This design comes from an exercise in tuning for small area on the open sky130 flow, not from production work. Function was checked by simulation only, so behaviour that the tests miss may differ from the original. Power and IR drop assume default switching activity.

Setup of wip/zinc:
==> flow/design.v <==
`timescale 1ns / 1ps
module Top_Module #(parameter CW = 16) (
    input Trigger_S1,
    input Trigger_S2,
    input Trigger_S3,
    input Trigger_S4,
    input Gbl_CLK,
    input RST_EX,
    input Dim_Load,
    input [31:0] DIM_MAX,
    output SR_OUT1,
    output SR_OUT2,
    output SR_OUT3,
    output SR_OUT4,
    output Flag_ERR,
    output Flag_CNT,
    output Flag_DIAG,
    output Flag_MED,
    output Result_Ready,
    output [1:0] Quadrent,
    output [31:0] P,
    output [31:0] Q,
    output [31:0] R
    );
    reg [3:0] L, SR;
    wire [3:0] T = {Trigger_S1, Trigger_S2, Trigger_S3, Trigger_S4};
    always @(posedge Gbl_CLK) begin
        L  <= T | (L & {4{~RST_EX}});
        SR <= L;
    end
    assign {SR_OUT1, SR_OUT2, SR_OUT3, SR_OUT4} = SR;
    wire any_r = |SR;           
    wire all_r = &SR;           
    wire all_l = &L;
    wire [3:0] rise = T & ~L;
    reg rst_d;
    always @(posedge Gbl_CLK) rst_d <= RST_EX;
    reg [3:0] ph;
    always @(posedge Gbl_CLK)
        if (RST_EX || ph == 4'd9) ph <= 4'd0;
        else                      ph <= ph + 4'd1;
    wire tick = (ph == 4'd4);      
    reg [CW-1:0] lim;
    reg        lim_hi;
    always @(posedge Gbl_CLK)
        if (Dim_Load) begin
            lim    <= DIM_MAX[CW-1:0];
            lim_hi <= |DIM_MAX[31:CW];
        end
    reg [CW-1:0] G;
    reg        cof_g;           
    reg        cof_s;           
    wire [CW:0] c;
    assign c[0] = 1'b1;
    genvar i;
    generate for (i = 0; i < CW; i = i + 1) begin : cmp
        assign c[i+1] = (G[i] & ~lim[i]) | (c[i] & (G[i] | ~lim[i]));
    end endgenerate
    wire       ge    = ~lim_hi & c[CW];
    wire       etick = tick & any_r & ~all_l;
    wire [CW-1:0] G_n = (etick & ~ge) ? G + 1'b1 : G;
    wire       cof_n = etick ? ge : cof_g;
    always @(posedge Gbl_CLK) begin
        G     <= rst_d ? {CW{1'b0}} : G_n;       
        cof_g <= ~RST_EX & cof_n;
        cof_s <= ~RST_EX & (cof_s | (|rise & cof_n));
    end
    wire COF = ~all_l & (cof_g | cof_s);
    reg [CW-1:0] V1, V2;
    reg [1:0]  s;
    reg [1:0]  tA, tB, tC, tD;
    wire       alloc = (|rise) & any_r & ~RST_EX & ~rst_d;
    wire [1:0] s_n   = s + 2'd1;
    reg        alloc_d;
    always @(posedge Gbl_CLK) alloc_d <= alloc;
    always @(posedge Gbl_CLK) begin
        if (alloc_d && s == 2'd1) V1 <= G;
        if (alloc_d && s == 2'd2) V2 <= G;
        if (RST_EX) begin
            s <= 2'd0; tA <= 2'd0; tB <= 2'd0; tC <= 2'd0; tD <= 2'd0;
        end else if (alloc) begin
            s <= s_n;
            if (rise[3]) tA <= s_n;
            if (rise[2]) tB <= s_n;
            if (rise[1]) tC <= s_n;
            if (rise[0]) tD <= s_n;
        end
    end
    wire [1:0] selX, selY, selZ;
    FSM Logic_System(.FSM_CLK(Gbl_CLK), .COF(COF), .FSM_RST(RST_EX),
        .A(L[3]), .B(L[2]), .C(L[1]), .D(L[0]),
        .FSM_ERR(Flag_ERR), .FSM_CNT(Flag_CNT), .FSM_DIAG(Flag_DIAG), .FSM_MED(Flag_MED),
        .FSM_W(Quadrent), .FSM_X(selX), .FSM_Y(selY), .FSM_Z(selZ));
    function [1:0] pick(input [1:0] sel, input [1:0] a, input [1:0] b, input [1:0] c, input [1:0] d);
        case (sel)
            2'd0: pick = a;
            2'd1: pick = b;
            2'd2: pick = c;
            default: pick = d;
        endcase
    endfunction
    reg [1:0] tP, tQ, tR;
    reg       rdy;
    always @(posedge Gbl_CLK) begin
        tP  <= all_r ? pick(selX, tA, tB, tC, tD) : 2'd0;
        tQ  <= all_r ? pick(selY, tA, tB, tC, tD) : 2'd0;
        tR  <= all_r ? pick(selZ, tA, tB, tC, tD) : 2'd0;
        rdy <= all_r | (rdy & ~RST_EX);
    end
    assign Result_Ready = rdy;
    function [CW-1:0] slot(input [1:0] t, input [CW-1:0] v1, input [CW-1:0] v2, input [CW-1:0] g);
        case (t)
            2'd0: slot = {CW{1'b0}};
            2'd1: slot = v1;
            2'd2: slot = v2;
            default: slot = g;
        endcase
    endfunction
    assign P = {{(32-CW){1'b0}}, slot(tP, V1, V2, G)};
    assign Q = {{(32-CW){1'b0}}, slot(tQ, V1, V2, G)};
    assign R = {{(32-CW){1'b0}}, slot(tR, V1, V2, G)};
endmodule
`timescale 1ns / 1ps
module FSM(input FSM_CLK, input COF, input FSM_RST, input A, input B, input C, input D,
  output FSM_ERR, output FSM_CNT, output FSM_DIAG, output FSM_MED,
  output [1:0] FSM_W, output [1:0] FSM_X, output [1:0] FSM_Y, output [1:0] FSM_Z);
  reg [8:0] q;
  wire [8:0] qn;
  assign qn[0] = (q[1]&~q[2]&D&~C) | (q[0]&~A&~COF) | (q[2]&q[3]&~q[4]&C) | (~q[3]&q[4]&D&B) | (~q[2]&~D&~C&A) | (q[2]&~D&~B) | (q[0]&~q[1]&~q[4]) | (q[3]&~q[8]&~C&A) | (q[0]&q[8]) | (q[1]&~q[2]&~q[3]&~q[4]&D&A) | (q[0]&q[2]&q[4]) | (~q[0]&q[2]&~q[4]&D&B&A) | (~q[2]&~q[4]&~D&B&A) | (q[5]&A) | (q[2]&~q[3]&q[4]&COF) | (~q[1]&~q[2]&~q[8]&C&~A) | (~q[0]&~q[4]&D&A&COF) | (~q[0]&~q[4]&B&A&COF);
  assign qn[1] = (~q[3]&~D&~B) | (q[1]&q[3]&C&~COF) | (~q[1]&~q[2]&~q[8]&C&~A) | (q[1]&q[8]) | (~D&~C&~A) | (q[3]&~q[4]&~A) | (~q[3]&q[4]&~q[8]&D&B) | (q[1]&q[2]&~B) | (q[2]&~q[4]&C&~B) | (q[0]&q[2]&q[4]&~q[8]&C) | (q[2]&~q[3]&~q[4]&~D) | (~q[1]&q[2]&~q[4]&D&~C&B) | (q[2]&~q[4]&~D&C) | (q[5]&~D&A) | (~q[0]&~q[2]&q[4]&~q[8]&D&B) | (q[2]&~q[3]&~q[8]&~B&COF) | (q[2]&~D&C&COF) | (q[1]&q[3]&~D&C&B) | (q[0]&q[1]&~B&A) | (~q[1]&~q[4]&~C&COF);
  assign qn[2] = (~q[0]&~q[2]&~q[3]&D&C&~A) | (q[2]&~q[3]&~B) | (~q[3]&~D&B) | (q[1]&q[2]&~A) | (q[5]&~A) | (q[1]&~q[2]&~q[8]&~C&A) | (q[4]&~q[8]&~C&A) | (~q[3]&D&~B&A) | (q[0]&q[2]&q[3]) | (~q[3]&~q[5]&q[8]) | (~q[0]&~q[2]&~q[3]&q[4]&B) | (q[2]&q[3]&q[4]&B&A) | (~q[2]&~q[3]&C&B&COF) | (~q[2]&~q[3]&~q[8]&B&A&COF);
  assign qn[3] = (~q[4]&D&~B&~A) | (~q[2]&q[3]) | (q[4]&~D&~B) | (~q[1]&q[3]&C) | (~C&B&~A) | (q[3]&A&~COF) | (~q[2]&~q[4]&~D&B&A) | (q[3]&~q[4]&A);
  assign qn[4] = (~q[2]&D&~A) | (C&~A) | (q[4]) | (~q[2]&~D&C&~B);
  assign qn[5] = (~q[3]&~q[4]&C&B&~A) | (q[5]&~D&~A&~COF) | (~q[4]&q[5]) | (~q[1]&q[2]&~q[3]&~q[4]&B) | (~q[1]&q[2]&~D&~C&COF);
  assign qn[6] = (q[1]&~q[2]&q[3]&~q[4]&~q[8]&D) | (q[1]&q[2]&~q[3]&q[4]&~q[8]&A) | (~q[0]&~q[1]&~q[2]&~q[8]&C&B) | (q[6]);
  assign qn[7] = (q[1]&~q[2]&~q[3]&~q[4]&~q[8]&D&C&B&A) | (q[7]);
  assign qn[8] = (q[8]) | (q[2]&q[3]&C&~A) | (q[5]&D&~A) | (~q[1]&~q[4]&C&~B) | (~q[0]&q[2]&q[3]&~B) | (~q[1]&q[2]&~q[4]&D&~C&B) | (~q[1]&q[2]&~q[4]&~D&C) | (q[5]&~D&A) | (q[1]&~q[2]&q[3]&~q[4]&D) | (q[4]&~C&~A&COF) | (~q[0]&q[3]&~B&COF) | (q[0]&q[1]&~A&COF) | (~q[1]&~q[4]&~C&COF) | (~q[0]&q[2]&~B&COF) | (q[2]&q[4]&~C&COF) | (q[1]&q[2]&q[4]&COF) | (~q[0]&q[2]&~q[3]&~D&COF) | (q[1]&~q[2]&q[3]&~q[4]&COF);
  always @(posedge FSM_CLK) q <= FSM_RST ? 9'd2 : qn;
  assign FSM_ERR = (q[8]);
  assign FSM_CNT = (q[7]);
  assign FSM_DIAG = (q[6]);
  assign FSM_MED = (q[5]);
  assign FSM_W[1] = (q[4]);
  assign FSM_W[0] = (q[3]);
  assign FSM_X[1] = (~q[2]&~q[4]&~q[7]) | (q[3]&q[4]) | (~q[3]&~q[4]&q[8]);
  assign FSM_X[0] = (~q[3]&~q[8]) | (q[1]&~q[3]);
  assign FSM_Y[1] = (q[2]&q[3]&~q[4]) | (q[1]&~q[3]&q[4]) | (q[7]);
  assign FSM_Y[0] = (~q[3]&~q[7]&~q[8]) | (q[1]&~q[3]);
  assign FSM_Z[1] = (~q[4]);
  assign FSM_Z[0] = (q[3]) | (q[7]);
endmodule
==> flow/config.mk <==
export PLATFORM = sky130hd
export DESIGN_NAME = Top_Module
export DESIGN_NICKNAME = Top_Module
export VERILOG_FILES = /design/flow/design.v
export SDC_FILE = /design/flow/constraint.sdc
export NUM_CORES = 4
export LEC_CHECK = 0
export ABC_AREA = 1
export CAP_MARGIN = 20
export CORE_MARGIN = 2
export CORE_UTILIZATION = 55
export CTS_BUF_LIST = sky130_fd_sc_hd__clkbuf_8
export SLEW_MARGIN = 20
==> flow/constraint.sdc <==
create_clock -name core_clock -period 10.0 [get_ports {Gbl_CLK}]
set_input_delay 2.0000 -clock core_clock [delete_from_list [all_inputs] [get_ports {Gbl_CLK}]]
set_output_delay 2.0000 -clock core_clock [all_outputs]
set_load 0.01 [all_outputs]
standard.sh (not shown) runs the stock make flow with config.mk's settings and CLKGATE_MAP_FILE= SYNTH_SCRIPT=/design/flow/synth_recipe.tcl, a recipe that flattens the netlist after the stock synthesis.
==> flow/flow/run.sh <==
#!/bin/bash
# The standard layout with three changes to how the layout is made:
#  - synthesis maps the logic with an area-oriented ABC script (flow/abc_area.script,
#    used in place of ORFS's own abc_area.script; only the ABC step differs)
#  - the port buffers use the smallest buffer cell
#  - clock tree synthesis uses clkbuf_8 buffers and inserts no dummy loads
# Each step's full output goes to a log file in this folder.
set -euo pipefail
HERE=$(pwd)
rm -rf "$HERE/scripts_local"
cp -r "$FLOW_HOME/scripts" "$HERE/scripts_local"
cp "$HERE/flow/abc_area.script" "$HERE/scripts_local/abc_area.script"
bash standard.sh SCRIPTS_DIR="$HERE/scripts_local" synth > "$HERE/make_synth.log" 2>&1
export BUFFER_PORTS_ARGS="-buffer_cell sky130_fd_sc_hd__buf_1"
export CTS_ARGS="-sink_clustering_enable -repair_clock_nets -buf_list sky130_fd_sc_hd__clkbuf_8 -dont_use_dummy_load"
bash standard.sh finish > "$HERE/make_finish.log" 2>&1
==> flow/flow/abc_area.script <==
strash
&get -n
&deepsyn -T 60
&put
dch -f
amap
topo
Edits applied to the flow inputs when going from wip/zinc to wip/fjord:
--- a/flow/config.mk
+++ b/flow/config.mk
@@ -10,3 +10,3 @@
 export CORE_MARGIN = 2
-export CORE_UTILIZATION = 55
+export CORE_UTILIZATION = 40
 export CTS_BUF_LIST = sky130_fd_sc_hd__clkbuf_8
==> summary.txt <==
- Going from wip/zinc to wip/fjord, the maximum frequency was found to have gone down by 0.0041 GHz.
- From wip/zinc to wip/fjord the numbers moved as follows: register-to-register slack has decreased; initial detailed-routing violation count has increased; met2 demand-to-capacity share in global routing has decreased.
- When wip/fjord is set beside wip/zinc, its routed wire length turns out to be 6.5% larger.
- Delta (wip/fjord minus wip/zinc): sequential share of layout area decreased by 0.30 points relative to the old numbers, leakage power of the design decreased by 0.0077 nW relative to the old numbers, final-layout worst hold slack closely matched the old numbers.
- Number of flip-flops and latches of wip/fjord is on par with wip/zinc.
Modified inputs, wip/harbor compared to wip/fjord
--- a/flow/config.mk
+++ b/flow/config.mk
@@ -10,3 +10,3 @@
 export CORE_MARGIN = 2
-export CORE_UTILIZATION = 40
+export CORE_UTILIZATION = 65
 export CTS_BUF_LIST = sky130_fd_sc_hd__clkbuf_8
==> summary.txt <==
wip/harbor and wip/fjord ended up with nearly the same maximum frequency from static timing analysis. Taking wip/fjord as the reference, in wip/harbor count of clock-buffer cells in the layout comparable, initial standard-cell utilization of the core now larger, power density normalized to cell area now larger. Setup slack of the most critical reg-to-reg path across wip/harbor and wip/fjord: no real change. For clock-pin slew on the worst setup and hold paths, wip/fjord and wip/harbor come out practically identical. The post-route cell area number comes out lower for wip/harbor vs wip/fjord. Looking at total power, wip/harbor sits below wip/fjord. | switching power share of the total | wip/harbor vs wip/fjord | 0.21 points lower |. Vertical extent of the die in wip/harbor is 21% lower than in wip/fjord. Compared to wip/fjord, the routing of wip/harbor uses less wire.
For wip/nickel, these inputs were changed with respect to wip/harbor:
--- a/flow/flow/run.sh
+++ b/flow/flow/run.sh
@@ -1,3 +1,3 @@
 #!/bin/bash
-# The standard layout with three changes to how the layout is made:
+# The standard layout with two changes to how the layout is made:
 #  - synthesis maps the logic with an area-oriented ABC script (flow/abc_area.script,
@@ -5,3 +5,2 @@
 #  - the port buffers use the smallest buffer cell
-#  - clock tree synthesis uses clkbuf_8 buffers and inserts no dummy loads
 # Each step's full output goes to a log file in this folder.
@@ -14,3 +13,2 @@
 export BUFFER_PORTS_ARGS="-buffer_cell sky130_fd_sc_hd__buf_1"
-export CTS_ARGS="-sink_clustering_enable -repair_clock_nets -buf_list sky130_fd_sc_hd__clkbuf_8 -dont_use_dummy_load"
 bash standard.sh finish > "$HERE/make_finish.log" 2>&1
--- a/flow/config.mk
+++ b/flow/config.mk
@@ -10,3 +10,3 @@
 export CORE_MARGIN = 2
-export CORE_UTILIZATION = 65
+export CORE_UTILIZATION = 40
 export CTS_BUF_LIST = sky130_fd_sc_hd__clkbuf_8
### Flow results
- First element of the critical path = G[2]$_SDFFE_PP0P_: wip/harbor; first element of the critical path = G[0]$_SDFFE_PP0P_: wip/nickel
- Compared with wip/harbor, in wip/nickel post-route met1 wirelength increased about 13%, number of rows created at floorplan moved up, worst relative slew slack increased by 0.99 points relative to the old numbers.
> inputs changed (wip/nickel -> wip/lagoon)
--- a/flow/flow/run.sh
+++ b/flow/flow/run.sh
@@ -1,3 +1,3 @@
 #!/bin/bash
-# The standard layout with two changes to how the layout is made:
+# The standard layout with three changes to how the layout is made:
 #  - synthesis maps the logic with an area-oriented ABC script (flow/abc_area.script,
@@ -5,2 +5,3 @@
 #  - the port buffers use the smallest buffer cell
+#  - clock tree synthesis uses clkbuf_8 buffers and inserts no dummy loads
 # Each step's full output goes to a log file in this folder.
@@ -13,2 +14,3 @@
 export BUFFER_PORTS_ARGS="-buffer_cell sky130_fd_sc_hd__buf_1"
+export CTS_ARGS="-sink_clustering_enable -repair_clock_nets -buf_list sky130_fd_sc_hd__clkbuf_8 -dont_use_dummy_load"
 bash standard.sh finish > "$HERE/make_finish.log" 2>&1
--- a/flow/config.mk
+++ b/flow/config.mk
@@ -8,3 +8,3 @@
 export ABC_AREA = 1
-export CAP_MARGIN = 20
+export CAP_MARGIN = 5
 export CORE_MARGIN = 2
@@ -12,2 +12,4 @@
 export CTS_BUF_LIST = sky130_fd_sc_hd__clkbuf_8
-export SLEW_MARGIN = 20
+export GPL_ROUTABILITY_DRIVEN = 0
+export GPL_TIMING_DRIVEN = 0
+export SLEW_MARGIN = 5
Findings:
- Going from wip/nickel to wip/lagoon, simple-gate share of the synthesized area has remained practically unchanged; final-report hold violation count shows no meaningful change.
- Routed wire in wip/lagoon totals less than in wip/nickel.
- Between wip/lagoon and wip/nickel, it is wip/lagoon whose actual slew at the worst max-slew pin is higher, by 0.35 ns.
- Multi-input logic area (lower): wip/lagoon
- Per the comparison of wip/lagoon with wip/nickel, post-route standard cell area excluding fillers +about 4.4%, cell count after placement +45.
- Going from wip/nickel to wip/lagoon, global-route wire length before repair shrank by a few percent.
- Reported combinational group power (lower): wip/nickel
- Sequential power share (wip/lagoon over wip/nickel): increase, 2.8 points
Modified inputs, wip/garnet compared to wip/lagoon
==> flow/flow/run.sh <==
#!/bin/bash
# The standard layout with two changes to how the layout is made:
#  - synthesis maps the logic with an area-oriented ABC script (flow/abc_area.script,
#    used in place of ORFS's own abc_area.script; only the ABC step differs)
#  - the port buffers use the smallest buffer cell
# Each step's full output goes to a log file in this folder.
set -euo pipefail
HERE=$(pwd)
rm -rf "$HERE/scripts_local"
cp -r "$FLOW_HOME/scripts" "$HERE/scripts_local"
cp "$HERE/flow/abc_area.script" "$HERE/scripts_local/abc_area.script"
bash standard.sh SCRIPTS_DIR="$HERE/scripts_local" synth > "$HERE/make_synth.log" 2>&1
export BUFFER_PORTS_ARGS="-buffer_cell sky130_fd_sc_hd__buf_1"
bash standard.sh SKIP_REPAIR_TIE_FANOUT=1 finish > "$HERE/make_finish.log" 2>&1
--- a/flow/config.mk
+++ b/flow/config.mk
@@ -8,8 +8,6 @@
 export ABC_AREA = 1
-export CAP_MARGIN = 5
+export CAP_MARGIN = 20
 export CORE_MARGIN = 2
 export CORE_UTILIZATION = 40
-export CTS_BUF_LIST = sky130_fd_sc_hd__clkbuf_8
-export GPL_ROUTABILITY_DRIVEN = 0
-export GPL_TIMING_DRIVEN = 0
-export SLEW_MARGIN = 5
+export CTS_BUF_LIST = sky130_fd_sc_hd__clkbuf_4 sky130_fd_sc_hd__clkbuf_8
+export SLEW_MARGIN = 20
--- outcome ---
- Of the two candidates, wip/lagoon has the worse post-layout worst setup margin and wip/garnet the better one.
- There was hardly any difference in area of the core between wip/lagoon and wip/garnet.
- For sequential power, wip/garnet and wip/lagoon come out practically identical.
- wip/garnet ended with more number of global-route vias before repair than wip/lagoon.

afterwards: timing with drivers on the ports:
No port has a modelled driver above. Below, the same layouts with a new extraction and two added sets of constraints.
Step 1 assumes that a clkbuf_16 drives the clock port and a buf_2 every other input.
Step 2 moves the port delays by t, midway between the first and last clock arrival at a register: inputs arrive t later, outputs are due t later. That takes back most of the time a late clock gives input paths.
Three values: ideal ports, drivers, drivers and shift; two values: the first two.
run | t (ns) | setup slack, ns | worst setup path at the end | worst register clock-pin slew, ns | cell pins on the clock port's net
wip/zinc | 0.388 | 5.461 / 5.461 / 5.461 | register to register | 0.11 / 0.11 | 1
wip/fjord | 0.391 | 5.375 / 5.375 / 5.375 | register to register | 0.10 / 0.10 | 1
wip/harbor | 0.383 | 5.375 / 5.375 / 5.375 | register to register | 0.11 / 0.11 | 1
wip/nickel | 0.393 | 5.379 / 5.379 / 5.379 | register to register | 0.10 / 0.10 | 1
wip/lagoon | 0.390 | 5.371 / 5.371 / 5.371 | register to register | 0.10 / 0.10 | 1
wip/garnet | 0.414 | 5.461 / 5.461 / 5.461 | register to register | 0.11 / 0.11 | 1
After both steps setup and hold are still met in every run listed.
